What follows belongs to an exercise in optimizing a design on an open flow for small area; a production flow would make more cautious choices. In this exercise RTL edits were held to simulation tests only and were not proved equivalent to the original. No activity file was given, so power comes from the tool's default toggle rates.

== JK ==
Design cic3_echip65_2x12Row, start of the top module:
module cic3_echip65_2x12Row
(
output logic [(25-1):0] out0,
output logic [(25-1):0] out1,
output logic [(25-1):0] out2,
output logic [(25-1):0] out3,
output logic [(25-1):0] out4,
output logic [(25-1):0] out5,
output logic [(25-1):0] out6,
output logic [(25-1):0] out7,
output logic [(25-1):0] out8,
output logic [(25-1):0] out9,
output logic [(25-1):0] out10,
output logic [(25-1):0] out11,
output logic [(25-1):0] out12,
output logic [(25-1):0] out13,
output logic [(25-1):0] out14,
output logic [(25-1):0] out15,
output logic [(25-1):0] out16,
output logic [(25-1):0] out17,
output logic [(25-1):0] out18,
output logic [(25-1):0] out19,
output logic [(25-1):0] out20,
output logic [(25-1):0] out21,
output logic [(25-1):0] out22,
output logic [(25-1):0] out23,
input logic [(24-1):0] in,
input logic clk,
input logic reset_n
);
For scale: ~13000 cells after synthesis, roughly 4200 flip-flops, about 630 I/O pins, ~150000 sq um of cells after synthesis.
Settings: LEC_CHECK=0, CAP_MARGIN=20, CORE_MARGIN=2, CORE_UTILIZATION=72, SLEW_MARGIN=20; clock period 10.0 ns.
standard.sh (not shown) runs the stock make flow with config.mk's settings and CLKGATE_MAP_FILE= SYNTH_SCRIPT=/design/flow/synth_recipe.tcl, a recipe that flattens the netlist after the stock synthesis.
==> flow/flow/run.sh <==
#!/bin/bash
# Own layout flow: the standard ORFS flow (standard.sh) with two changes:
#  - the port buffers that buffer_ports inserts are sky130_fd_sc_hd__buf_1
#  - CTS clusters up to 28 sinks within 60 um and inserts no dummy loads
# Every tool's output goes to the ORFS logs under orfs/logs; make's own output
# goes to flow_make.log in this folder.
set -euo pipefail
export BUFFER_PORTS_ARGS="-buffer_cell sky130_fd_sc_hd__buf_1"
export CTS_ARGS="-sink_clustering_enable -repair_clock_nets -sink_clustering_size 28 -sink_clustering_max_diameter 60 -dont_use_dummy_load"
bash standard.sh finish > flow_make.log 2>&1
The final layout from JK, which completed every stage, passed the timing, design-rule and antenna checks at the end of the flow.
## Diff of input files: MS against JK
Settings: CORE_UTILIZATION changed from 72 to 65; CTS_CLUSTER_SIZE newly set to 28; CTS_CLUSTER_DIAMETER newly set to 60.
==> flow/flow/run.sh <==
#!/bin/bash
# Own layout flow: the standard ORFS flow (standard.sh) with two changes:
#  - the port buffers that buffer_ports inserts are sky130_fd_sc_hd__buf_1
#  - CTS clusters up to 32 sinks within 60 um and inserts no dummy loads
# Every tool's output goes to the ORFS logs under orfs/logs; make's own output
# goes to flow_make.log in this folder.
set -euo pipefail
export BUFFER_PORTS_ARGS="-buffer_cell sky130_fd_sc_hd__buf_1"
export CTS_ARGS="-sink_clustering_enable -repair_clock_nets -sink_clustering_size 32 -sink_clustering_max_diameter 60 -dont_use_dummy_load"
bash standard.sh finish > flow_make.log 2>&1
Findings:
Diff JK -> MS: worst slack after detailed placement fell by 0.037 ns; worst setup slack now sits lower; data arrival at the endpoint of the critical path went up 0.05 ns.
## Diff of input files: AL against MS
Settings: a deleted CTS_CLUSTER_SIZE that had been 28; a deleted CTS_CLUSTER_DIAMETER that had been 60; an added GPL_TIMING_DRIVEN of 0.
==> flow/flow/run.sh <==
#!/bin/bash
# Own layout flow: the standard ORFS flow (standard.sh) with two changes:
#  - the port buffers that buffer_ports inserts are sky130_fd_sc_hd__buf_1
#  - CTS clusters up to 28 sinks within 60 um and inserts no dummy loads
# Every tool's output goes to the ORFS logs under orfs/logs; make's own output
# goes to flow_make.log in this folder.
set -euo pipefail
export BUFFER_PORTS_ARGS="-buffer_cell sky130_fd_sc_hd__buf_1"
export CTS_ARGS="-sink_clustering_enable -repair_clock_nets -sink_clustering_size 28 -sink_clustering_max_diameter 60 -dont_use_dummy_load"
bash standard.sh finish > flow_make.log 2>&1
[summary]
Run comparison: MS termination of the worst setup path FILTERS[11].ch.acc_x[23]; AL termination of the worst setup path FILTERS[19].ch.acc_x[23]. Re global-route usage: AL is 9.5 points up on MS. AL: no failed stages, no open violations at the end. AL against MS; via count is up by a little under 10%. The final weighted congestion in routability-driven placement number comes out higher for AL vs MS. There was hardly any difference in worst hold slack between AL and MS. Diff MS -> AL: hold-critical path depth held steady; sequential power about even; area occupied by multi-input gates held steady. The multi-input logic portion of the cell area of AL falls short of that of MS by 0.82 points.
## Diff of input files: TR against AL
Settings: CTS_CLUSTER_SIZE newly set to 28; CTS_CLUSTER_DIAMETER newly set to 60; GPL_TIMING_DRIVEN removed (was 0).
==> flow/flow/run.sh <==
#!/bin/bash
# Own layout flow: the standard ORFS flow (standard.sh) with two changes:
#  - the port buffers that buffer_ports inserts are sky130_fd_sc_hd__buf_1
#  - CTS clusters up to 30 sinks within 70 um and inserts no dummy loads
# Every tool's output goes to the ORFS logs under orfs/logs; make's own output
# goes to flow_make.log in this folder.
set -euo pipefail
export BUFFER_PORTS_ARGS="-buffer_cell sky130_fd_sc_hd__buf_1"
export CTS_ARGS="-sink_clustering_enable -repair_clock_nets -sink_clustering_size 30 -sink_clustering_max_diameter 70 -dont_use_dummy_load"
bash standard.sh finish > flow_make.log 2>&1
[summary]
Having completed the whole flow, TR delivered a layout that passed the timing, design-rule and antenna checks.
| combinational group power | TR vs AL | about 6% lower |
Number of DRC markers after the initial detailed-route iteration: higher on AL
Clock network fraction of design power (lower): TR
ctrl.bx[0] as the critical path startpoint was reported by AL, and ctrl.by[1] by TR.
The following lists how PW was set up differently from TR:
==> flow/flow/run.sh <==
#!/bin/bash
# Own layout flow: the standard ORFS flow (standard.sh) with two changes:
#  - the port buffers that buffer_ports inserts are sky130_fd_sc_hd__buf_1
#  - CTS clusters up to 28 sinks within 60 um and inserts no dummy loads
# Every tool's output goes to the ORFS logs under orfs/logs; make's own output
# goes to flow_make.log in this folder.
set -euo pipefail
export BUFFER_PORTS_ARGS="-buffer_cell sky130_fd_sc_hd__buf_1"
export CTS_ARGS="-sink_clustering_enable -repair_clock_nets -sink_clustering_size 28 -sink_clustering_max_diameter 60 -dont_use_dummy_load"
bash standard.sh finish > flow_make.log 2>&1
## What came out
Number of fill cells in the layout (PW over TR): decrease, 84. Going from TR to PW, post-detailed-routing wire length did not really move; largest driver fanout on the critical path neither gained nor lost much. Between TR and PW, initial antenna violation count increased.

## port drivers added, routing unchanged
The results above use ideal ports. As a check the final layouts listed here were re-extracted and re-timed, cells and wires unchanged.
Step 1 (the two cells are an assumption about what drives the block):
set clk [get_ports {clk}]
set_driving_cell -lib_cell sky130_fd_sc_hd__clkbuf_16 $clk
set_driving_cell -lib_cell sky130_fd_sc_hd__buf_2 [delete_from_list [all_inputs] $clk]
Step 2 moves the port delays by t, midway between the first and last clock arrival at a register: inputs arrive t later, outputs are due t later. That takes back most of the time a late clock gives input paths.
a / b / c = no drivers / after step 1 / after step 2; a / b = the first two.
| run | t, ns | setup slack, ns | worst setup path after step 2 | slew at the worst register clock pin (ns) |
|---|---|---|---|---|
| JK | 0.946 | 0.968 / 0.968 / 0.968 | register to register | 0.11 / 0.11 |
| MS | 0.943 | 0.939 / 0.939 / 0.939 | register to register | 0.12 / 0.12 |
| AL | 0.964 | 0.127 / 0.127 / 0.127 | register to register | 0.11 / 0.11 |
| TR | 0.965 | 0.982 / 0.982 / 0.982 | register to register | 0.12 / 0.12 |
| PW | 0.948 | 0.950 / 0.950 / 0.950 | register to register | 0.11 / 0.11 |
After both steps setup and hold are still met in every run listed.
